This is an optimization exercise on Yosys and OpenROAD, whose aim is small area, not a production implementation. Function not checked in this run: the RTL went through the layout flow alone. No activity file was given, so power comes from the tool's default toggle rates.

### design/flow/flow/run.sh
#!/bin/bash
# Layout flow: the standard flow, except that synthesis skips the quick
# "abc -fast" pass at the end of Yosys's fine stage, so that extract_fa sees
# the full adders of the RTL as written (abc -fast restructures them and
# extract_fa then surrounds the adders it finds with inverters). Everything
# else, including the naming and flattening of synth_recipe.tcl, is unchanged.
set -euo pipefail
W=$PWD
sed 's/synth -top \$::env(DESIGN_NAME) -run fine: {\*}\$synth_full_args/synth -top $::env(DESIGN_NAME) -run fine: -noabc {*}$synth_full_args/' \
    "$FLOW_HOME/scripts/synth.tcl" > "$W/synth_noabc.tcl"
grep -q -- '-run fine: -noabc' "$W/synth_noabc.tcl" || { echo "could not patch synth.tcl" >&2; exit 1; }
sed "s#source \$::env(SCRIPTS_DIR)/synth.tcl#source $W/synth_noabc.tcl#" synth_recipe.tcl > "$W/synth_recipe_noabc.tcl"
grep -q "synth_noabc.tcl" "$W/synth_recipe_noabc.tcl" || { echo "could not patch synth_recipe.tcl" >&2; exit 1; }
bash standard.sh SYNTH_SCRIPT="$W/synth_recipe_noabc.tcl" finish > "$W/flow_make.log" 2>&1
### design/flow/standard.sh
#!/bin/bash
# synth_recipe.tcl (not shown) runs the flow's synth.tcl, then flattens the netlist and writes it again
# the make line also repeats each setting of config.mk as NAME=value (left out here)
make -C /OpenROAD-flow-scripts/flow DESIGN_CONFIG=/design/flow/config.mk WORK_HOME=/design/flow/orfs CLKGATE_MAP_FILE= SYNTH_SCRIPT=/design/flow/synth_recipe.tcl "${@:-finish}"
### design/flow/config.mk
export PLATFORM = sky130hd
export DESIGN_NAME = top_level
export DESIGN_NICKNAME = top_level
export VERILOG_FILES = /design/flow/design.v
export SDC_FILE = /design/flow/constraint.sdc
export NUM_CORES = 4
export LEC_CHECK = 0
export ABC_AREA = 1
export CAP_MARGIN = 20
export CORE_MARGIN = 2
export CORE_UTILIZATION = 65
export CTS_BUF_LIST = sky130_fd_sc_hd__clkbuf_8
export CTS_CLUSTER_DIAMETER = 60
export CTS_CLUSTER_SIZE = 18
export SLEW_MARGIN = 20
### design/flow/constraint.sdc
create_clock -name core_clock -period 10.0 [get_ports {CLK100MHZ}]
set_input_delay 2.0000 -clock core_clock [delete_from_list [all_inputs] [get_ports {CLK100MHZ}]]
set_output_delay 2.0000 -clock core_clock [all_outputs]
set_load 0.01 [all_outputs]
### design/flow/design.v
`timescale 1ns / 1ps
module prbs9(enable, o_bit, rst, clk);
    output  o_bit;
    input   enable;
    input   clk;
    input   rst;
    parameter SEED = 9'b110101010;
    reg [8:0] buffer;
    always @(posedge clk) begin
        if (rst)
            buffer <= SEED;
        else if (enable)
            buffer <= {buffer[0] ^ buffer[4], buffer[8:1]};
    end
    assign o_bit = buffer[0];
endmodule
`timescale 1ns / 1ps
module tx(i_tx, enable, o_tx, clk, rst);
    output [7:0] o_tx;
    input   i_tx;
    input   clk;
    input   rst;
    input   enable;
    reg [23:0] buffer_in;
    reg [1:0]  phase;
    reg        zero;
    always @(posedge clk) begin
        if (rst) begin
            buffer_in <= 24'd0;
            phase     <= 2'd3;
            zero      <= 1'b1;
        end else if (enable) begin
            buffer_in <= {i_tx, buffer_in[23:1]};
            phase     <= phase + 2'd1;
            zero      <= 1'b0;
        end
    end
    wire [7:0] t0 = (buffer_in[3] ? (buffer_in[7] ? (buffer_in[11] ? (buffer_in[15] ? (buffer_in[19] ? 8'h3e : 8'h3a) : (buffer_in[19] ? 8'h4c : 8'h48)) : (buffer_in[15] ? (buffer_in[19] ? 8'hae : 8'haa) : (buffer_in[19] ? 8'hbc : 8'hb8))) : (buffer_in[11] ? (buffer_in[15] ? (buffer_in[19] ? 8'h4c : 8'h48) : (buffer_in[19] ? 8'h5a : 8'h56)) : (buffer_in[15] ? (buffer_in[19] ? 8'hbc : 8'hb8) : (buffer_in[19] ? 8'hca : 8'hc6)))) : (buffer_in[7] ? (buffer_in[11] ? (buffer_in[15] ? (buffer_in[19] ? 8'h3a : 8'h36) : (buffer_in[19] ? 8'h48 : 8'h44)) : (buffer_in[15] ? (buffer_in[19] ? 8'haa : 8'ha6) : (buffer_in[19] ? 8'hb8 : 8'hb4))) : (buffer_in[11] ? (buffer_in[15] ? (buffer_in[19] ? 8'h48 : 8'h44) : (buffer_in[19] ? 8'h56 : 8'h52)) : (buffer_in[15] ? (buffer_in[19] ? 8'hb8 : 8'hb4) : (buffer_in[19] ? 8'hc6 : 8'hc2)))));
    wire [7:0] t1 = (buffer_in[0] ? (buffer_in[8] ? (buffer_in[12] ? (buffer_in[16] ? 8'h3b : 8'h51) : (buffer_in[16] ? 8'hbf : 8'hd5)) : (buffer_in[12] ? (buffer_in[16] ? 8'h27 : 8'h3d) : (buffer_in[16] ? 8'hab : 8'hc1))) : (buffer_in[8] ? (buffer_in[12] ? (buffer_in[16] ? 8'h3f : 8'h55) : (buffer_in[16] ? 8'hc3 : 8'hd9)) : (buffer_in[12] ? (buffer_in[16] ? 8'h2b : 8'h41) : (buffer_in[16] ? 8'haf : 8'hc5))));
    wire [7:0] t2 = (buffer_in[1] ? (buffer_in[5] ? (buffer_in[9] ? (buffer_in[13] ? (buffer_in[17] ? (buffer_in[21] ? 8'h3e : 8'h40) : (buffer_in[21] ? 8'h48 : 8'h4a)) : (buffer_in[17] ? (buffer_in[21] ? 8'hf4 : 8'hf6) : (buffer_in[21] ? 8'hfe : 8'h00))) : (buffer_in[13] ? (buffer_in[17] ? (buffer_in[21] ? 8'hf4 : 8'hf6) : (buffer_in[21] ? 8'hfe : 8'h00)) : (buffer_in[17] ? (buffer_in[21] ? 8'haa : 8'hac) : (buffer_in[21] ? 8'hb4 : 8'hb6)))) : (buffer_in[9] ? (buffer_in[13] ? (buffer_in[17] ? (buffer_in[21] ? 8'h48 : 8'h4a) : (buffer_in[21] ? 8'h52 : 8'h54)) : (buffer_in[17] ? (buffer_in[21] ? 8'hfe : 8'h00) : (buffer_in[21] ? 8'h08 : 8'h0a))) : (buffer_in[13] ? (buffer_in[17] ? (buffer_in[21] ? 8'hfe : 8'h00) : (buffer_in[21] ? 8'h08 : 8'h0a)) : (buffer_in[17] ? (buffer_in[21] ? 8'hb4 : 8'hb6) : (buffer_in[21] ? 8'hbe : 8'hc0))))) : (buffer_in[5] ? (buffer_in[9] ? (buffer_in[13] ? (buffer_in[17] ? (buffer_in[21] ? 8'h40 : 8'h42) : (buffer_in[21] ? 8'h4a : 8'h4c)) : (buffer_in[17] ? (buffer_in[21] ? 8'hf6 : 8'hf8) : (buffer_in[21] ? 8'h00 : 8'h02))) : (buffer_in[13] ? (buffer_in[17] ? (buffer_in[21] ? 8'hf6 : 8'hf8) : (buffer_in[21] ? 8'h00 : 8'h02)) : (buffer_in[17] ? (buffer_in[21] ? 8'hac : 8'hae) : (buffer_in[21] ? 8'hb6 : 8'hb8)))) : (buffer_in[9] ? (buffer_in[13] ? (buffer_in[17] ? (buffer_in[21] ? 8'h4a : 8'h4c) : (buffer_in[21] ? 8'h54 : 8'h56)) : (buffer_in[17] ? (buffer_in[21] ? 8'h00 : 8'h02) : (buffer_in[21] ? 8'h0a : 8'h0c))) : (buffer_in[13] ? (buffer_in[17] ? (buffer_in[21] ? 8'h00 : 8'h02) : (buffer_in[21] ? 8'h0a : 8'h0c)) : (buffer_in[17] ? (buffer_in[21] ? 8'hb6 : 8'hb8) : (buffer_in[21] ? 8'hc0 : 8'hc2))))));
    wire [7:0] t3 = (buffer_in[6] ? (buffer_in[10] ? (buffer_in[14] ? (buffer_in[22] ? 8'h3b : 8'h3f) : (buffer_in[22] ? 8'h27 : 8'h2b)) : (buffer_in[14] ? (buffer_in[22] ? 8'hbf : 8'hc3) : (buffer_in[22] ? 8'hab : 8'haf))) : (buffer_in[10] ? (buffer_in[14] ? (buffer_in[22] ? 8'h51 : 8'h55) : (buffer_in[22] ? 8'h3d : 8'h41)) : (buffer_in[14] ? (buffer_in[22] ? 8'hd5 : 8'hd9) : (buffer_in[22] ? 8'hc1 : 8'hc5))));
    wire [7:0] s = phase[1] ? (phase[0] ? t3 : t2) : (phase[0] ? t1 : t0);
    assign o_tx = zero ? 8'd0 : s;
endmodule
`timescale 1ns / 1ps
module rx(clk, rst, enable, i_rx, i_sw, o_rx);
    input clk;
    input rst;
    input enable;
    input signed [7:0] i_rx;
    input [1:0] i_sw;
    output reg o_rx;
    reg [1:0] down_counter;
    reg sgn;
    reg [7:0] h1;
    reg [7:0] h2;
    reg [7:0] h3;
    reg [7:0] h4;
    reg [7:0] h5;
    reg [7:0] h6;
    reg [7:0] h7;
    reg [7:0] h8;
    reg [7:0] h9;
    reg [7:0] h10;
    reg [7:0] h11;
    reg [7:0] h12;
    reg [7:0] h13;
    reg [7:0] h14;
    reg [7:0] h15;
    reg [7:0] h16;
    reg [7:0] h17;
    reg [7:0] h18;
    reg [7:0] h19;
    reg [7:0] h20;
    reg [7:0] h21;
    reg [7:0] h22;
    reg [7:0] h23;
    wire n1 = h6[0] ^ h18[0];
    wire n2 = h6[0] & h18[0];
    wire n3 = (h6[1] ^ h18[1]) ^ n2;
    wire n4 = (h6[1] & (h18[1] | n2)) | (h18[1] & n2);
    wire n5 = (h6[2] ^ h18[2]) ^ n4;
    wire n6 = (h6[2] & (h18[2] | n4)) | (h18[2] & n4);
    wire n7 = (h6[3] ^ h18[3]) ^ n6;
    wire n8 = (h6[3] & (h18[3] | n6)) | (h18[3] & n6);
    wire n9 = (h6[4] ^ h18[4]) ^ n8;
    wire n10 = (h6[4] & (h18[4] | n8)) | (h18[4] & n8);
    wire n11 = (h6[5] ^ h18[5]) ^ n10;
    wire n12 = (h6[5] & (h18[5] | n10)) | (h18[5] & n10);
    wire n13 = (h6[6] ^ h18[6]) ^ n12;
    wire n14 = (h6[6] & (h18[6] | n12)) | (h18[6] & n12);
    wire n15 = ~n14;
    wire n16 = (h6[7] ^ h18[7]) ^ n15;
    wire n17 = (h6[7] & (h18[7] | n15)) | (h18[7] & n15);
    wire n18 = h7[0] ^ h17[0];
    wire n19 = h7[0] & h17[0];
    wire n20 = (h7[1] ^ h17[1]) ^ n19;
    wire n21 = (h7[1] & (h17[1] | n19)) | (h17[1] & n19);
    wire n22 = (h7[2] ^ h17[2]) ^ n21;
    wire n23 = (h7[2] & (h17[2] | n21)) | (h17[2] & n21);
    wire n24 = (h7[3] ^ h17[3]) ^ n23;
    wire n25 = (h7[3] & (h17[3] | n23)) | (h17[3] & n23);
    wire n26 = (h7[4] ^ h17[4]) ^ n25;
    wire n27 = (h7[4] & (h17[4] | n25)) | (h17[4] & n25);
    wire n28 = (h7[5] ^ h17[5]) ^ n27;
    wire n29 = (h7[5] & (h17[5] | n27)) | (h17[5] & n27);
    wire n30 = (h7[6] ^ h17[6]) ^ n29;
    wire n31 = (h7[6] & (h17[6] | n29)) | (h17[6] & n29);
    wire n32 = ~n31;
    wire n33 = (h7[7] ^ h17[7]) ^ n32;
    wire n34 = (h7[7] & (h17[7] | n32)) | (h17[7] & n32);
    wire n35 = h8[0] ^ h16[0];
    wire n36 = h8[0] & h16[0];
    wire n37 = (h8[1] ^ h16[1]) ^ n36;
    wire n38 = (h8[1] & (h16[1] | n36)) | (h16[1] & n36);
    wire n39 = (h8[2] ^ h16[2]) ^ n38;
    wire n40 = (h8[2] & (h16[2] | n38)) | (h16[2] & n38);
    wire n41 = (h8[3] ^ h16[3]) ^ n40;
    wire n42 = (h8[3] & (h16[3] | n40)) | (h16[3] & n40);
    wire n43 = (h8[4] ^ h16[4]) ^ n42;
    wire n44 = (h8[4] & (h16[4] | n42)) | (h16[4] & n42);
    wire n45 = (h8[5] ^ h16[5]) ^ n44;
    wire n46 = (h8[5] & (h16[5] | n44)) | (h16[5] & n44);
    wire n47 = (h8[6] ^ h16[6]) ^ n46;
    wire n48 = (h8[6] & (h16[6] | n46)) | (h16[6] & n46);
    wire n49 = ~n48;
    wire n50 = (h8[7] ^ h16[7]) ^ n49;
    wire n51 = (h8[7] & (h16[7] | n49)) | (h16[7] & n49);
    wire n52 = h9[0] ^ h15[0];
    wire n53 = h9[0] & h15[0];
    wire n54 = (h9[1] ^ h15[1]) ^ n53;
    wire n55 = (h9[1] & (h15[1] | n53)) | (h15[1] & n53);
    wire n56 = (h9[2] ^ h15[2]) ^ n55;
    wire n57 = (h9[2] & (h15[2] | n55)) | (h15[2] & n55);
    wire n58 = (h9[3] ^ h15[3]) ^ n57;
    wire n59 = (h9[3] & (h15[3] | n57)) | (h15[3] & n57);
    wire n60 = (h9[4] ^ h15[4]) ^ n59;
    wire n61 = (h9[4] & (h15[4] | n59)) | (h15[4] & n59);
    wire n62 = (h9[5] ^ h15[5]) ^ n61;
    wire n63 = (h9[5] & (h15[5] | n61)) | (h15[5] & n61);
    wire n64 = (h9[6] ^ h15[6]) ^ n63;
    wire n65 = (h9[6] & (h15[6] | n63)) | (h15[6] & n63);
    wire n66 = ~n65;
    wire n67 = (h9[7] ^ h15[7]) ^ n66;
    wire n68 = (h9[7] & (h15[7] | n66)) | (h15[7] & n66);
    wire n69 = h10[0] ^ h14[0];
    wire n70 = h10[0] & h14[0];
    wire n71 = (h10[1] ^ h14[1]) ^ n70;
    wire n72 = (h10[1] & (h14[1] | n70)) | (h14[1] & n70);
    wire n73 = (h10[2] ^ h14[2]) ^ n72;
    wire n74 = (h10[2] & (h14[2] | n72)) | (h14[2] & n72);
    wire n75 = (h10[3] ^ h14[3]) ^ n74;
    wire n76 = (h10[3] & (h14[3] | n74)) | (h14[3] & n74);
    wire n77 = (h10[4] ^ h14[4]) ^ n76;
    wire n78 = (h10[4] & (h14[4] | n76)) | (h14[4] & n76);
    wire n79 = (h10[5] ^ h14[5]) ^ n78;
    wire n80 = (h10[5] & (h14[5] | n78)) | (h14[5] & n78);
    wire n81 = (h10[6] ^ h14[6]) ^ n80;
    wire n82 = (h10[6] & (h14[6] | n80)) | (h14[6] & n80);
    wire n83 = ~n82;
    wire n84 = (h10[7] ^ h14[7]) ^ n83;
    wire n85 = (h10[7] & (h14[7] | n83)) | (h14[7] & n83);
    wire n86 = h11[0] ^ h13[0];
    wire n87 = h11[0] & h13[0];
    wire n88 = (h11[1] ^ h13[1]) ^ n87;
    wire n89 = (h11[1] & (h13[1] | n87)) | (h13[1] & n87);
    wire n90 = (h11[2] ^ h13[2]) ^ n89;
    wire n91 = (h11[2] & (h13[2] | n89)) | (h13[2] & n89);
    wire n92 = (h11[3] ^ h13[3]) ^ n91;
    wire n93 = (h11[3] & (h13[3] | n91)) | (h13[3] & n91);
    wire n94 = (h11[4] ^ h13[4]) ^ n93;
    wire n95 = (h11[4] & (h13[4] | n93)) | (h13[4] & n93);
    wire n96 = (h11[5] ^ h13[5]) ^ n95;
    wire n97 = (h11[5] & (h13[5] | n95)) | (h13[5] & n95);
    wire n98 = (h11[6] ^ h13[6]) ^ n97;
    wire n99 = (h11[6] & (h13[6] | n97)) | (h13[6] & n97);
    wire n100 = ~n99;
    wire n101 = (h11[7] ^ h13[7]) ^ n100;
    wire n102 = (h11[7] & (h13[7] | n100)) | (h13[7] & n100);
    wire n103 = (h4[4] ^ h20[4]) ^ n28;
    wire n104 = (h4[4] & (h20[4] | n28)) | (h20[4] & n28);
    wire n105 = (h4[5] ^ h20[5]) ^ n30;
    wire n106 = (h4[5] & (h20[5] | n30)) | (h20[5] & n30);
    wire n107 = (n26 ^ n47) ^ n62;
    wire n108 = (n26 & (n47 | n62)) | (n47 & n62);
    wire n109 = (h2[7] ^ h22[7]) ^ h4[6];
    wire n110 = (h2[7] & (h22[7] | h4[6])) | (h22[7] & h4[6]);
    wire n111 = (h20[6] ^ n16) ^ n28;
    wire n112 = (h20[6] & (n16 | n28)) | (n16 & n28);
    wire n113 = h1[6] ^ h23[6];
    wire n114 = h1[6] | h23[6];
    wire n115 = (h1[7] ^ h23[7]) ^ n17;
    wire n116 = (h1[7] & (h23[7] | n17)) | (h23[7] & n17);
    wire n117 = h4[7] ^ h20[7];
    wire n118 = ~h4[7] | ~h20[7];
    wire n119 = n30 ^ n62;
    wire n120 = n30 & n62;
    wire n121 = (h4[1] ^ h20[1]) ^ n22;
    wire n122 = (h4[1] & (h20[1] | n22)) | (h20[1] & n22);
    wire n123 = (h4[2] ^ h20[2]) ^ n24;
    wire n124 = (h4[2] & (h20[2] | n24)) | (h20[2] & n24);
    wire n125 = (h1[2] ^ h23[2]) ^ h2[3];
    wire n126 = (h1[2] & (h23[2] | h2[3])) | (h23[2] & h2[3]);
    wire n127 = (n20 ^ n41) ^ n56;
    wire n128 = (n20 & (n41 | n56)) | (n41 & n56);
    wire n129 = h22[3] ^ n7;
    wire n130 = h22[3] | n7;
    wire n131 = (h4[3] ^ h20[3]) ^ n26;
    wire n132 = (h4[3] & (h20[3] | n26)) | (h20[3] & n26);
    wire n133 = (h1[3] ^ h23[3]) ^ h2[4];
    wire n134 = (h1[3] & (h23[3] | h2[4])) | (h23[3] & h2[4]);
    wire n135 = (n22 ^ n43) ^ n58;
    wire n136 = (n22 & (n43 | n58)) | (n43 & n58);
    wire n137 = (h22[4] ^ n9) ^ n5;
    wire n138 = (h22[4] & (n9 | n5)) | (n9 & n5);
    wire n139 = (n54 ^ n77) ^ n73;
    wire n140 = (n54 & (n77 | n73)) | (n77 & n73);
    wire n141 = h1[4] ^ h23[4];
    wire n142 = ~h1[4] | ~h23[4];
    wire n143 = (n103 ^ n24) ^ n45;
    wire n144 = (n103 & (n24 | n45)) | (n24 & n45);
    wire n145 = (h2[5] ^ h22[5]) ^ n11;
    wire n146 = (h2[5] & (h22[5] | n11)) | (h22[5] & n11);
    wire n147 = (n60 ^ n56) ^ n79;
    wire n148 = (n60 & (n56 | n79)) | (n56 & n79);
    wire n149 = (n7 ^ n20) ^ n39;
    wire n150 = (n7 & (n20 | n39)) | (n20 & n39);
    wire n151 = n75 ^ n69;
    wire n152 = n75 & n69;
    wire n153 = (n104 ^ n105) ^ n107;
    wire n154 = (n104 & (n105 | n107)) | (n105 & n107);
    wire n155 = (h1[5] ^ h23[5]) ^ h2[6];
    wire n156 = (h1[5] & (h23[5] | h2[6])) | (h23[5] & h2[6]);
    wire n157 = (n58 ^ n81) ^ n77;
    wire n158 = (n58 & (n81 | n77)) | (n81 & n77);
    wire n159 = (h22[6] ^ n13) ^ n9;
    wire n160 = (h22[6] & (n13 | n9)) | (n13 & n9);
    wire n161 = (n71 ^ n86) ^ h12[3];
    wire n162 = (n71 & (n86 | h12[3])) | (n86 & h12[3]);
    wire n163 = (n22 ^ n41) ^ n96;
    wire n164 = (n22 & (n41 | n96)) | (n41 & n96);
    wire n165 = (n106 ^ n108) ^ n109;
    wire n166 = (n106 & (n108 | n109)) | (n108 & n109);
    wire n167 = (n111 ^ n113) ^ n64;
    wire n168 = (n111 & (n113 | n64)) | (n113 & n64);
    wire n169 = (n11 ^ n33) ^ n24;
    wire n170 = (n11 & (n33 | n24)) | (n33 & n24);
    wire n171 = (n60 ^ n79) ^ n73;
    wire n172 = (n60 & (n79 | n73)) | (n79 & n73);
    wire n173 = (n50 ^ n43) ^ n84;
    wire n174 = (n50 & (n43 | n84)) | (n43 & n84);
    wire n175 = (n88 ^ h12[4]) ^ h12[1];
    wire n176 = (n88 & (h12[4] | h12[1])) | (h12[4] & h12[1]);
    wire n177 = (n110 ^ n112) ^ n115;
    wire n178 = (n110 & (n112 | n115)) | (n112 & n115);
    wire n179 = (n114 ^ n117) ^ n13;
    wire n180 = (n114 & (n117 | n13)) | (n117 & n13);
    wire n181 = (n119 ^ n81) ^ n75;
    wire n182 = (n119 & (n81 | n75)) | (n81 & n75);
    wire n183 = (n34 ^ n26) ^ n51;
    wire n184 = (n34 & (n26 | n51)) | (n26 & n51);
    wire n185 = (n101 ^ n90) ^ h12[5];
    wire n186 = (n101 & (n90 | h12[5])) | (n90 & h12[5]);
    wire n187 = (n45 ^ n67) ^ n85;
    wire n188 = (n45 & (n67 | n85)) | (n67 & n85);
    wire n189 = (n116 ^ n118) ^ n120;
    wire n190 = (n116 & (n118 | n120)) | (n118 & n120);
    wire n191 = (n16 ^ n64) ^ n77;
    wire n192 = (n16 & (n64 | n77)) | (n64 & n77);
    wire n193 = n33 ^ n28;
    wire n194 = ~n33 | ~n28;
    wire n195 = (n102 ^ n92) ^ h12[6];
    wire n196 = (n102 & (n92 | h12[6])) | (n92 & h12[6]);
    wire n197 = n47 ^ n68;
    wire n198 = n47 | n68;
    wire n199 = (n17 ^ n50) ^ n79;
    wire n200 = (n17 & (n50 | n79)) | (n50 & n79);
    wire n201 = (h4[0] ^ h20[0]) ^ n20;
    wire n202 = (h4[0] & (h20[0] | n20)) | (h20[0] & n20);
    wire n203 = h1[0] ^ h23[0];
    wire n204 = h1[0] | h23[0];
    wire n205 = (n121 ^ h1[1]) ^ n18;
    wire n206 = (n121 & (h1[1] | n18)) | (h1[1] & n18);
    wire n207 = (h23[1] ^ h2[2]) ^ h22[2];
    wire n208 = (h23[1] & (h2[2] | h22[2])) | (h2[2] & h22[2]);
    wire n209 = (n39 ^ n54) ^ n73;
    wire n210 = (n39 & (n54 | n73)) | (n54 & n73);
    wire n211 = (n122 ^ n123) ^ n127;
    wire n212 = (n122 & (n123 | n127)) | (n123 & n127);
    wire n213 = (n129 ^ n52) ^ n75;
    wire n214 = (n129 & (n52 | n75)) | (n52 & n75);
    wire n215 = (h1[1] ^ n125) ^ n3;
    wire n216 = (h1[1] & (n125 | n3)) | (n125 & n3);
    wire n217 = n71 ^ h12[0];
    wire n218 = n71 & h12[0];
    wire n219 = (n126 ^ n130) ^ n133;
    wire n220 = (n126 & (n130 | n133)) | (n130 & n133);
    wire n221 = (n124 ^ n128) ^ n131;
    wire n222 = (n124 & (n128 | n131)) | (n128 & n131);
    wire n223 = (n137 ^ n18) ^ n37;
    wire n224 = (n137 & (n18 | n37)) | (n18 & n37);
    wire n225 = (n135 ^ n139) ^ h12[1];
    wire n226 = (n135 & (n139 | h12[1])) | (n139 & h12[1]);
    wire n227 = (n132 ^ n136) ^ n140;
    wire n228 = (n132 & (n136 | n140)) | (n136 & n140);
    wire n229 = (n134 ^ n138) ^ n141;
    wire n230 = (n134 & (n138 | n141)) | (n138 & n141);
    wire n231 = (n143 ^ n147) ^ n151;
    wire n232 = (n143 & (n147 | n151)) | (n147 & n151);
    wire n233 = (n145 ^ n149) ^ n94;
    wire n234 = (n145 & (n149 | n94)) | (n149 & n94);
    wire n235 = (n142 ^ n144) ^ n148;
    wire n236 = (n142 & (n144 | n148)) | (n144 & n148);
    wire n237 = (n152 ^ n153) ^ n157;
    wire n238 = (n152 & (n153 | n157)) | (n153 & n157);
    wire n239 = (n146 ^ n150) ^ n155;
    wire n240 = (n146 & (n150 | n155)) | (n150 & n155);
    wire n241 = ~n161;
    wire n242 = (n159 ^ n163) ^ n241;
    wire n243 = (n159 & (n163 | n241)) | (n163 & n241);
    wire n244 = (n154 ^ n158) ^ n162;
    wire n245 = (n154 & (n158 | n162)) | (n158 & n162);
    wire n246 = (n156 ^ n160) ^ n164;
    wire n247 = (n156 & (n160 | n164)) | (n160 & n164);
    wire n248 = (n165 ^ n167) ^ n171;
    wire n249 = (n165 & (n167 | n171)) | (n167 & n171);
    wire n250 = (n169 ^ n173) ^ n98;
    wire n251 = (n169 & (n173 | n98)) | (n173 & n98);
    wire n252 = (n166 ^ n168) ^ n172;
    wire n253 = (n166 & (n168 | n172)) | (n168 & n172);
    wire n254 = (n176 ^ n177) ^ n181;
    wire n255 = (n176 & (n177 | n181)) | (n177 & n181);
    wire n256 = (n170 ^ n174) ^ n179;
    wire n257 = (n170 & (n174 | n179)) | (n174 & n179);
    wire n258 = ~n185;
    wire n259 = (n183 ^ n187) ^ n258;
    wire n260 = (n183 & (n187 | n258)) | (n187 & n258);
    wire n261 = (n178 ^ n182) ^ n186;
    wire n262 = (n178 & (n182 | n186)) | (n182 & n186);
    wire n263 = (n189 ^ n191) ^ n195;
    wire n264 = (n189 & (n191 | n195)) | (n191 & n195);
    wire n265 = (n180 ^ n184) ^ n188;
    wire n266 = (n180 & (n184 | n188)) | (n184 & n188);
    wire n267 = ~n197;
    wire n268 = (n193 ^ n84) ^ n267;
    wire n269 = (n193 & (n84 | n267)) | (n84 & n267);
    wire n270 = (n190 ^ n192) ^ n194;
    wire n271 = (n190 & (n192 | n194)) | (n192 & n194);
    wire n272 = (n198 ^ n34) ^ n30;
    wire n273 = (n198 & (n34 | n30)) | (n34 & n30);
    wire n274 = (n196 ^ n199) ^ n94;
    wire n275 = (n196 & (n199 | n94)) | (n199 & n94);
    wire n276 = (n67 ^ n85) ^ h12[7];
    wire n277 = (n67 & (n85 | h12[7])) | (n85 & h12[7]);
    wire n278 = (n200 ^ n33) ^ n51;
    wire n279 = (n200 & (n33 | n51)) | (n33 & n51);
    wire n280 = (n201 ^ n203) ^ n37;
    wire n281 = (n201 & (n203 | n37)) | (n203 & n37);
    wire n282 = (h2[1] ^ h22[1]) ^ n3;
    wire n283 = (h2[1] & (h22[1] | n3)) | (h22[1] & n3);
    wire n284 = (n204 ^ n207) ^ n5;
    wire n285 = (n204 & (n207 | n5)) | (n207 & n5);
    wire n286 = (n202 ^ n205) ^ n209;
    wire n287 = (n202 & (n205 | n209)) | (n205 & n209);
    wire n288 = n1 ^ n88;
    wire n289 = n1 | n88;
    wire n290 = (n206 ^ n210) ^ n211;
    wire n291 = (n206 & (n210 | n211)) | (n210 & n211);
    wire n292 = (n208 ^ n215) ^ n35;
    wire n293 = (n208 & (n215 | n35)) | (n215 & n35);
    wire n294 = ~n90;
    wire n295 = (n294 ^ n213) ^ n217;
    wire n296 = (n294 & (n213 | n217)) | (n213 & n217);
    wire n297 = (n212 ^ n214) ^ n218;
    wire n298 = (n212 & (n214 | n218)) | (n214 & n218);
    wire n299 = (n216 ^ n219) ^ n223;
    wire n300 = (n216 & (n219 | n223)) | (n219 & n223);
    wire n301 = ~n92;
    wire n302 = (n301 ^ n221) ^ n225;
    wire n303 = (n301 & (n221 | n225)) | (n221 & n225);
    wire n304 = (n222 ^ n226) ^ n227;
    wire n305 = (n222 & (n226 | n227)) | (n226 & n227);
    wire n306 = (n220 ^ n224) ^ n229;
    wire n307 = (n220 & (n224 | n229)) | (n224 & n229);
    wire n308 = ~n233;
    wire n309 = (n308 ^ n231) ^ h12[2];
    wire n310 = (n308 & (n231 | h12[2])) | (n231 & h12[2]);
    wire n311 = (n228 ^ n232) ^ n235;
    wire n312 = (n228 & (n232 | n235)) | (n232 & n235);
    wire n313 = (n230 ^ n234) ^ n239;
    wire n314 = (n230 & (n234 | n239)) | (n234 & n239);
    wire n315 = ~n242;
    wire n316 = (n315 ^ n237) ^ h12[0];
    wire n317 = (n315 & (n237 | h12[0])) | (n237 & h12[0]);
    wire n318 = (n236 ^ n238) ^ n244;
    wire n319 = (n236 & (n238 | n244)) | (n238 & n244);
    wire n320 = (n240 ^ n243) ^ n246;
    wire n321 = (n240 & (n243 | n246)) | (n243 & n246);
    wire n322 = ~n250;
    wire n323 = (n322 ^ n248) ^ n175;
    wire n324 = (n322 & (n248 | n175)) | (n248 & n175);
    wire n325 = (n245 ^ n249) ^ n252;
    wire n326 = (n245 & (n249 | n252)) | (n249 & n252);
    wire n327 = (n247 ^ n251) ^ n256;
    wire n328 = (n247 & (n251 | n256)) | (n251 & n256);
    wire n329 = ~n259;
    wire n330 = (n329 ^ n254) ^ h12[2];
    wire n331 = (n329 & (n254 | h12[2])) | (n254 & h12[2]);
    wire n332 = (n253 ^ n255) ^ n261;
    wire n333 = (n253 & (n255 | n261)) | (n255 & n261);
    wire n334 = (n257 ^ n260) ^ n265;
    wire n335 = (n257 & (n260 | n265)) | (n260 & n265);
    wire n336 = ~n268;
    wire n337 = (n336 ^ n263) ^ h12[3];
    wire n338 = (n336 & (n263 | h12[3])) | (n263 & h12[3]);
    wire n339 = (n262 ^ n264) ^ n270;
    wire n340 = (n262 & (n264 | n270)) | (n264 & n270);
    wire n341 = (n266 ^ n269) ^ n272;
    wire n342 = (n266 & (n269 | n272)) | (n269 & n272);
    wire n343 = ~n276;
    wire n344 = (n343 ^ n274) ^ h12[4];
    wire n345 = (n343 & (n274 | h12[4])) | (n274 & h12[4]);
    wire n346 = (n271 ^ n275) ^ n278;
    wire n347 = (n271 & (n275 | n278)) | (n275 & n278);
    wire n348 = (n81 ^ n96) ^ h12[5];
    wire n349 = (n81 & (n96 | h12[5])) | (n96 & h12[5]);
    wire n350 = (n273 ^ n277) ^ n68;
    wire n351 = (n273 & (n277 | n68)) | (n277 & n68);
    wire n352 = (n279 ^ n34) ^ n98;
    wire n353 = (n279 & (n34 | n98)) | (n34 & n98);
    wire n354 = (h2[0] ^ n18) ^ n35;
    wire n355 = (h2[0] & (n18 | n35)) | (n18 & n35);
    wire n356 = (n280 ^ n52) ^ n71;
    wire n357 = (n280 & (n52 | n71)) | (n52 & n71);
    wire n358 = h2[0] ^ n282;
    wire n359 = h2[0] | n282;
    wire n360 = (n281 ^ n286) ^ n288;
    wire n361 = (n281 & (n286 | n288)) | (n286 & n288);
    wire n362 = ~n69;
    wire n363 = (n362 ^ n283) ^ n284;
    wire n364 = (n362 & (n283 | n284)) | (n283 & n284);
    wire n365 = (n287 ^ n290) ^ n295;
    wire n366 = (n287 & (n290 | n295)) | (n290 & n295);
    wire n367 = (n285 ^ n289) ^ n292;
    wire n368 = (n285 & (n289 | n292)) | (n289 & n292);
    wire n369 = (n291 ^ n296) ^ n297;
    wire n370 = (n291 & (n296 | n297)) | (n296 & n297);
    wire n371 = ~n302;
    wire n372 = (n371 ^ n293) ^ n299;
    wire n373 = (n371 & (n293 | n299)) | (n293 & n299);
    wire n374 = (n298 ^ n303) ^ n304;
    wire n375 = (n298 & (n303 | n304)) | (n303 & n304);
    wire n376 = ~n309;
    wire n377 = (n376 ^ n300) ^ n306;
    wire n378 = (n376 & (n300 | n306)) | (n300 & n306);
    wire n379 = (n305 ^ n310) ^ n311;
    wire n380 = (n305 & (n310 | n311)) | (n310 & n311);
    wire n381 = ~n316;
    wire n382 = (n381 ^ n307) ^ n313;
    wire n383 = (n381 & (n307 | n313)) | (n307 & n313);
    wire n384 = (n312 ^ n317) ^ n318;
    wire n385 = (n312 & (n317 | n318)) | (n317 & n318);
    wire n386 = ~n323;
    wire n387 = (n386 ^ n314) ^ n320;
    wire n388 = (n386 & (n314 | n320)) | (n314 & n320);
    wire n389 = (n319 ^ n324) ^ n325;
    wire n390 = (n319 & (n324 | n325)) | (n324 & n325);
    wire n391 = ~n330;
    wire n392 = (n391 ^ n321) ^ n327;
    wire n393 = (n391 & (n321 | n327)) | (n321 & n327);
    wire n394 = (n326 ^ n331) ^ n332;
    wire n395 = (n326 & (n331 | n332)) | (n331 & n332);
    wire n396 = ~n337;
    wire n397 = (n396 ^ n328) ^ n334;
    wire n398 = (n396 & (n328 | n334)) | (n328 & n334);
    wire n399 = (n333 ^ n338) ^ n339;
    wire n400 = (n333 & (n338 | n339)) | (n338 & n339);
    wire n401 = ~n344;
    wire n402 = (n401 ^ n335) ^ n341;
    wire n403 = (n401 & (n335 | n341)) | (n335 & n341);
    wire n404 = (n340 ^ n345) ^ n346;
    wire n405 = (n340 & (n345 | n346)) | (n345 & n346);
    wire n406 = ~n348;
    wire n407 = (n406 ^ n342) ^ n350;
    wire n408 = (n406 & (n342 | n350)) | (n342 & n350);
    wire n409 = (n347 ^ n349) ^ n352;
    wire n410 = (n347 & (n349 | n352)) | (n349 & n352);
    wire n411 = ~h12[6];
    wire n412 = (n411 ^ n351) ^ n84;
    wire n413 = (n411 & (n351 | n84)) | (n351 & n84);
    wire n414 = (n85 ^ n101) ^ h12[7];
    wire n415 = (n85 & (n101 | h12[7])) | (n101 & h12[7]);
    wire n416 = n354 ^ n69;
    wire n417 = n354 & n69;
    wire n418 = (n355 ^ n356) ^ n358;
    wire n419 = (n355 & (n356 | n358)) | (n356 & n358);
    wire n420 = ~n357;
    wire n421 = (n359 ^ n363) ^ n420;
    wire n422 = (n359 & (n363 | n420)) | (n363 & n420);
    wire n423 = ~n361;
    wire n424 = (n364 ^ n367) ^ n423;
    wire n425 = (n364 & (n367 | n423)) | (n367 & n423);
    wire n426 = ~n366;
    wire n427 = (n368 ^ n372) ^ n426;
    wire n428 = (n368 & (n372 | n426)) | (n372 & n426);
    wire n429 = ~n370;
    wire n430 = (n373 ^ n377) ^ n429;
    wire n431 = (n373 & (n377 | n429)) | (n377 & n429);
    wire n432 = ~n375;
    wire n433 = (n378 ^ n382) ^ n432;
    wire n434 = (n378 & (n382 | n432)) | (n382 & n432);
    wire n435 = ~n380;
    wire n436 = (n383 ^ n387) ^ n435;
    wire n437 = (n383 & (n387 | n435)) | (n387 & n435);
    wire n438 = ~n385;
    wire n439 = (n388 ^ n392) ^ n438;
    wire n440 = (n388 & (n392 | n438)) | (n392 & n438);
    wire n441 = ~n390;
    wire n442 = (n393 ^ n397) ^ n441;
    wire n443 = (n393 & (n397 | n441)) | (n397 & n441);
    wire n444 = ~n395;
    wire n445 = (n398 ^ n402) ^ n444;
    wire n446 = (n398 & (n402 | n444)) | (n402 & n444);
    wire n447 = ~n400;
    wire n448 = (n403 ^ n407) ^ n447;
    wire n449 = (n403 & (n407 | n447)) | (n407 & n447);
    wire n450 = ~n405;
    wire n451 = (n408 ^ n412) ^ n450;
    wire n452 = (n408 & (n412 | n450)) | (n412 & n450);
    wire n453 = ~n410;
    wire n454 = (n413 ^ n414) ^ n453;
    wire n455 = (n413 & (n414 | n453)) | (n414 & n453);
    wire n456 = h22[0] ^ n1;
    wire n457 = h22[0] | n1;
    wire n458 = ~n86;
    wire n459 = (n458 ^ n417) ^ n418;
    wire n460 = (n458 & (n417 | n418)) | (n417 & n418);
    wire n461 = ~n421;
    wire n462 = (n461 ^ n419) ^ n360;
    wire n463 = (n461 & (n419 | n360)) | (n419 & n360);
    wire n464 = ~n365;
    wire n465 = (n464 ^ n422) ^ n424;
    wire n466 = (n464 & (n422 | n424)) | (n422 & n424);
    wire n467 = ~n369;
    wire n468 = (n467 ^ n425) ^ n427;
    wire n469 = (n467 & (n425 | n427)) | (n425 & n427);
    wire n470 = ~n374;
    wire n471 = (n470 ^ n428) ^ n430;
    wire n472 = (n470 & (n428 | n430)) | (n428 & n430);
    wire n473 = ~n379;
    wire n474 = (n473 ^ n431) ^ n433;
    wire n475 = (n473 & (n431 | n433)) | (n431 & n433);
    wire n476 = ~n384;
    wire n477 = (n476 ^ n434) ^ n436;
    wire n478 = (n476 & (n434 | n436)) | (n434 & n436);
    wire n479 = ~n389;
    wire n480 = (n479 ^ n437) ^ n439;
    wire n481 = (n479 & (n437 | n439)) | (n437 & n439);
    wire n482 = ~n394;
    wire n483 = (n482 ^ n440) ^ n442;
    wire n484 = (n482 & (n440 | n442)) | (n440 & n442);
    wire n485 = ~n399;
    wire n486 = (n485 ^ n443) ^ n445;
    wire n487 = (n485 & (n443 | n445)) | (n443 & n445);
    wire n488 = ~n404;
    wire n489 = (n488 ^ n446) ^ n448;
    wire n490 = (n488 & (n446 | n448)) | (n446 & n448);
    wire n491 = ~n409;
    wire n492 = (n491 ^ n449) ^ n451;
    wire n493 = (n491 & (n449 | n451)) | (n449 & n451);
    wire n494 = ~n353;
    wire n495 = (n494 ^ n452) ^ n454;
    wire n496 = (n494 & (n452 | n454)) | (n452 & n454);
    wire n497 = ~n415;
    wire n498 = (n497 ^ n455) ^ n102;
    wire n499 = (n497 & (n455 | n102)) | (n455 & n102);
    wire n500 = n456 ^ n416;
    wire n501 = n456 & n416;
    wire n502 = ~n457;
    wire n503 = (n502 ^ n459) ^ n501;
    wire n504 = (n502 & (n459 | n501)) | (n459 & n501);
    wire n505 = (n460 ^ n462) ^ n504;
    wire n506 = (n460 & (n462 | n504)) | (n462 & n504);
    wire n507 = ~n465;
    wire n508 = (n463 ^ n507) ^ n506;
    wire n509 = (n463 & (n507 | n506)) | (n507 & n506);
    wire n510 = ~n509;
    wire n511 = (n466 ^ n468) ^ n510;
    wire n512 = (n466 & (n468 | n510)) | (n468 & n510);
    wire n513 = (n469 ^ n471) ^ n512;
    wire n514 = (n469 & (n471 | n512)) | (n471 & n512);
    wire n515 = (n472 ^ n474) ^ n514;
    wire n516 = (n472 & (n474 | n514)) | (n474 & n514);
    wire n517 = (n475 ^ n477) ^ n516;
    wire n518 = (n475 & (n477 | n516)) | (n477 & n516);
    wire n519 = (n478 ^ n480) ^ n518;
    wire n520 = (n478 & (n480 | n518)) | (n480 & n518);
    wire n521 = (n481 ^ n483) ^ n520;
    wire n522 = (n481 & (n483 | n520)) | (n483 & n520);
    wire n523 = (n484 ^ n486) ^ n522;
    wire n524 = (n484 & (n486 | n522)) | (n486 & n522);
    wire n525 = (n487 ^ n489) ^ n524;
    wire n526 = (n487 & (n489 | n524)) | (n489 & n524);
    wire n527 = (n490 ^ n492) ^ n526;
    wire n528 = (n490 & (n492 | n526)) | (n492 & n526);
    wire n529 = (n493 ^ n495) ^ n528;
    wire n530 = (n493 & (n495 | n528)) | (n495 & n528);
    wire n531 = (n496 ^ n498) ^ n530;
    wire n532 = (n496 & (n498 | n530)) | (n498 & n530);
    wire neg = ~(n415 ^ n499 ^ n532);
    always @(posedge clk) begin
        if (rst) begin
            h1 <= 8'd0;
            h2 <= 8'd0;
            h3 <= 8'd0;
            h4 <= 8'd0;
            h5 <= 8'd0;
            h6 <= 8'd0;
            h7 <= 8'd0;
            h8 <= 8'd0;
            h9 <= 8'd0;
            h10 <= 8'd0;
            h11 <= 8'd0;
            h12 <= 8'd0;
            h13 <= 8'd0;
            h14 <= 8'd0;
            h15 <= 8'd0;
            h16 <= 8'd0;
            h17 <= 8'd0;
            h18 <= 8'd0;
            h19 <= 8'd0;
            h20 <= 8'd0;
            h21 <= 8'd0;
            h22 <= 8'd0;
            h23 <= 8'd0;
            sgn <= 1'b0;
            o_rx <= 1'b0;
            down_counter <= 2'd0;
        end else if (enable) begin
            h1 <= i_rx;
            h2 <= h1;
            h3 <= h2;
            h4 <= h3;
            h5 <= h4;
            h6 <= h5;
            h7 <= h6;
            h8 <= h7;
            h9 <= h8;
            h10 <= h9;
            h11 <= h10;
            h12 <= h11;
            h13 <= h12;
            h14 <= h13;
            h15 <= h14;
            h16 <= h15;
            h17 <= h16;
            h18 <= h17;
            h19 <= h18;
            h20 <= h19;
            h21 <= h20;
            h22 <= h21;
            h23 <= h22;
            sgn <= neg;
            down_counter <= down_counter + 2'd1;
            if (down_counter == i_sw)
                o_rx <= ~sgn;
        end
    end
endmodule
`timescale 1ns / 1ps
module ber(clk, rst, enable, clk_count, i_prbs, i_rx, o_err);
    input  clk;
    input  rst;
    input  enable;
    input  [1:0] clk_count;
    input  i_prbs;
    input  i_rx;
    output o_err;
    reg [512:0] ring;
    reg [3:0] cap;
    reg       o_error;
    reg [8:0] count;
    reg       full;
    reg       error;
    reg [8:0] ber_shift;
    assign o_err = o_error;
    wire [31:0] taps;
    genvar g;
    generate
        for (g = 0; g < 32; g = g + 1) begin : g_tap
            assign taps[g] = ring[16*g];
        end
    endgenerate
    wire       tap    = taps[ber_shift[6:2]];
    wire [1:0] wslot  = count[1:0] - 2'd1;
    wire [1:0] rslot  = count[1:0] - ber_shift[1:0] - 2'd1;
    wire       now    = (ber_shift[1:0] == 2'd0) & (ber_shift[8:7] == 2'd3);
    wire       hist   = now ? tap : cap[rslot];
    wire       valid  = full | (ber_shift < count);
    wire       miss   = (valid & hist) ^ i_prbs;
    wire       last   = (ber_shift == ~count);
    always @(posedge clk) begin
        ring <= {ring[511:0], enable ? i_rx : ring[512]};
        if (clk_count == {~ber_shift[8], ber_shift[7]})
            cap[wslot] <= tap;
    end
    always @(posedge clk) begin
        if (rst) begin
            o_error   <= 1'b0;
            count     <= 9'd0;
            full      <= 1'b0;
            error     <= 1'b0;
            ber_shift <= 9'd0;
        end else if (enable) begin
            count <= count + 9'd1;
            if (count == 9'd511)
                full <= 1'b1;
            error <= error | miss;
            if (last) begin
                if (!error) begin
                    o_error <= 1'b1;
                    error   <= miss;
                end else begin
                    ber_shift <= ber_shift + 9'd1;
                    error     <= 1'b0;
                    o_error   <= 1'b0;
                end
            end
        end
    end
endmodule
`timescale 1ns / 1ps
module top_level(
                rst,
                CLK100MHZ,
                i_switch,
                o_led,
                o_tx,
                o_rx
                );
    input       rst;
    input       CLK100MHZ;
    input [3:0] i_switch;
    output      o_led;
    output [7:0] o_tx;
    output      o_rx;
    parameter SEED   = 9'b110101010;
    wire        o_prbs;
    wire        reset;
    reg [1:0]   clk_count;
    reg         enable;
    assign reset  = ~rst;
    always @(posedge CLK100MHZ) begin
        if (reset) begin
            clk_count <= 2'd0;
            enable    <= 1'b0;
        end else begin
            clk_count <= clk_count + 2'd1;
            enable    <= (clk_count == 2'd0);
        end
    end
    prbs9 #(.SEED(SEED)) prbs_r(
        .clk   (CLK100MHZ),
        .enable(enable),
        .rst   (reset),
        .o_bit (o_prbs)
    );
    tx tx_r(
        .clk   (CLK100MHZ),
        .rst   (reset),
        .enable(i_switch[0]),
        .i_tx  (o_prbs),
        .o_tx  (o_tx)
    );
    rx rx_r(
        .clk   (CLK100MHZ),
        .rst   (reset),
        .enable(i_switch[1]),
        .i_rx  (o_tx),
        .i_sw  (i_switch[2:1]),
        .o_rx  (o_rx)
    );
    ber ber_r(
        .clk      (CLK100MHZ),
        .rst      (reset),
        .enable   (enable),
        .clk_count(clk_count),
        .i_prbs   (o_prbs),
        .i_rx     (o_rx),
        .o_err    (o_led)
    );
endmodule
==> flow_summary.yaml <==
clock_tree:
  cts_buffers: 51
  clkSlewWorstSetupHoldPaths_ns: 0.11
  clock-sinks: 765
  holdBufCountCts: 0
  ctsResizeCount: 0
  cts_tree: "built"
  cts_max_path_buffers: 3
  root_buffer: "clkbuf_8"
  clkLatencyLatePin_ns: 0.68
  post_cts_buffers: 0
  h-tree-depth: 2
global_routing:
  grt_use_total_pct: 22.58
  met1_usage_pct: 31.27
  grtUsageMet2_pct: 36.45
  grt_max_degree: 126
  busiest_layer: "met2"
  grt_pass1_vias: 14470
  antenna_found_initial: 0
  gr-total-overflow: 0
  gr-usage-met3_pct: 3.386
  grt_pass1_wl_um: 73730
final_layout:
  drive_gt1_share_pct: 3.412
  utilization_pct: 69.45
  fin_nets: 2524
  stdcell_count: 2804
  n_antenna_cell: 0
  areaGrowthSynthToFinish_pct: 5.397
  stdcell_area_um2: 26900
floorplanning:
  pin_count: 16
  die_area_um2: 40870
  core_area_um2: 38740
  core.rowCount: 72
  fp.dieH_um: 202.2
  die_w_um: 202.2
  start_util_pct: 65.90
setup_path:
  cp-startpoint: "rx_r.h18[0]"
  r2r_end: "rx_r.sgn"
  r2r_slack_ns: 1.09
  start_kind: "register"
  cp_max_fo: 3
  rr_startpoint: "rx_r.h18[0]"
  crit_arrival_ns: 9.50
  timing.critical_path.slowest_stage_cell: "fa_1"
  critPathKind: "register to register"
  reg2reg_depth: 33
  cp.required_ns: 10.59
  worstSetupEndpointType: "register"
  cp_common_cell: "fa_1"
  cpPeakStageDelay_ns: 0.55
timing:
  slew_violations: 0
  hold_slack_ns: 0.3120
  fmax_mhz: 112.3
  relSlewSlack_pct: 35.59
  setup_viol: 0
  finalHoldViolCount: 0
  rsz0062_at_grt: "no"
  worst_pin_slew_ns: 0.9631
  fin_setup_tns_ns: 0
  fin_skew_ns: 0.02513
  final.min_clock_period_ns: 8.905
  fin_crit_sh_pct: 89.05
synth:
  post-synth-top-count-cell: "dfxtp_1"
  syn_avg_cell_area_um2: 11.17
  ys.flop_type: "dfxtp_1"
  synth_nets: 2538
  ys_seq_elements: 765
  ys_types: 39
  yosysSeqAreaShare_pct: 60.15
  synth_area_leaders: "dfxtp_1 (60%), fa_1 (16%), nor2_1 (5.6%)"
  synth_top_cell_by_area: "dfxtp_1"
  ys_async_sr_fraction_pct: 0
  synth_edf_count: 4
  synthCells: 2286
  synth.cell_area_um2: 25530
  netlist.area_leader.share_pct: 59.68
  ys_warn_count: 5
  synth_common_cells: "dfxtp_1 (761), nor2_1 (378), o21ai_0 (269)"
status:
  status: "timing/DRC/antenna clean"
place:
  hpwlAfterDp_um: 30300
  place.gp.congestion: 0.8875
  numPortBuffers: 14
  placed_area_um2: 26020
  placed_cells_incl_taps: 2737
pwr:
  vdd_drop_max_mv: 0.4914
  powerDensity_nw_per_um2: 303.3
  p_leak_nw: 11.52
route:
  drt_iter0_markers: 900
  drt_first_pass_iters: 5
  wl_per_cell_um: 15.58
  postRouteAntennaNets: 0
  drc: 0
  drt-vias-per-instance: 5.114
  drt_wl_total_um: 43680
  vias: 14340
run:
  max-cap-violations: 0
hold_path:
  hold-path-cell-count: 0
  holdPathEnd: "ber_r.ring[496]"
  hp-start: "ber_r.ring[495]"
  hp-class: "register to register"
state kept, by name, summed over array words and instances, names as in the netlist, 9 cells and up:
name	count
ber_r.ring	513
tx_r.buffer_in	24
ber_r.ber_shift	9
ber_r.count	9
prbs_r.buffer	9
cells in the final DEF, fill, tap and decap left out, types with 2 or more instances in the layout:
cell type          n
o32ai_1            3
a22oi_1            5
nand2_1          105
a21oi_1          100
o31ai_1            2
ha_1              43
inv_1            218
xor2_1             7
dfxtp_1          761
nor2_2             2
and3_1             2
edfxtp_1           4
xnor2_1            3
nor2_1           378
o22ai_1           13
nor4_1             4
nand3_1           30
nor3_1            12
fa_1             203
o211ai_1          14
clkinv_8           4
nand4_1            6
inv_2              4
clkdlybuf4s50_1   12
buf_4              5
o21ai_1            4
o21ai_0          269
or2_1              3
clkbuf_8          54
worst max path at each step:
stage	slack, ns	cells after the start	endpoint
final	1.09	33	rx_r.sgn
after global routing	0.63	33	rx_r.sgn
after CTS	1.03	33	rx_r.sgn
after detailed placement	1.05	33	rx_r.sgn
after global placement	1.05	33	rx_r.sgn
after floorplan	1.70	33	rx_r.sgn
kinds of logic after synthesis:
kind of cell / Yosys count / synth area share [%]
compound gates: 414 / 8.475
xor+xnor: 10 / 0.3431
fa+ha+maj: 246 / 18.03
buf+inv: 305 / 4.539
flops: 765 / 60.15
simple gates: 546 / 8.465
worst max-delay path: cells and delay by family, from the launching register on:
kind | cells | cell delay, ns
flops | 1 | 0.34
compound gates | 1 | 0.11
fa+ha+maj | 15 | 7.21
simple gates | 11 | 0.82
buf+inv | 6 | 0.32
per-stage QoR:
stage | worst slack [ns] | power (mW)
floorplan | 1.702 | 6.032
global placement | 1.049 | 6.663
detailed placement | 1.045 | 6.805
CTS | 1.034 | 8.240
global route | 0.6322 | 8.910
finish | 1.095 | 8.159
where the power goes:
part	total [mW]	internal (mW)	switching [mW]
clock network	1.44	0.532	0.908
logic	3.55	1.48	2.06
registers	3.17	3.11	0.0587
per-layer routing:
metal  vias to the layer above  part of all wire, %
li1                       7148                    -
met1                      6883                   46
met2                       222                   47
met3                        86                  3.7
met4                         0                  3.3
met5                         -                    0
final cells by class:
type	count	area (µm²)
Clock buffer	54	743.2
Clock inverter	13	146.4
Fill cell	2917	11830
Inverter	220	829.5
Multi-Input combinational cell	1216	9014
Sequential cell	765	15350
Tap cell	518	648.1
Timing Repair Buffer	18	168.9

[what the ideal ports hide]
No port has a modelled driver above. Below, the same layout with a new extraction and two added sets of constraints.
Step 1: set_driving_cell puts a clkbuf_16 on CLK100MHZ and a buf_2 on each other input, an assumption about the parent block.
Step 2 also shifts input and output timing later by t, the mid clock arrival at the registers, as if the neighbouring blocks saw the same clock.
a / b / c = ideal / step 1 / step 2; a / b = the first two.
shift t [ns]: 0.718
setup slack, ns: 1.095 / 1.095 / 1.095
cell pins on the clock port's net: 1
After both steps this run still meets setup and hold. For this run, drivers alone change the setup slack by 0.000 ns; drivers and shift together by 0.000 ns.
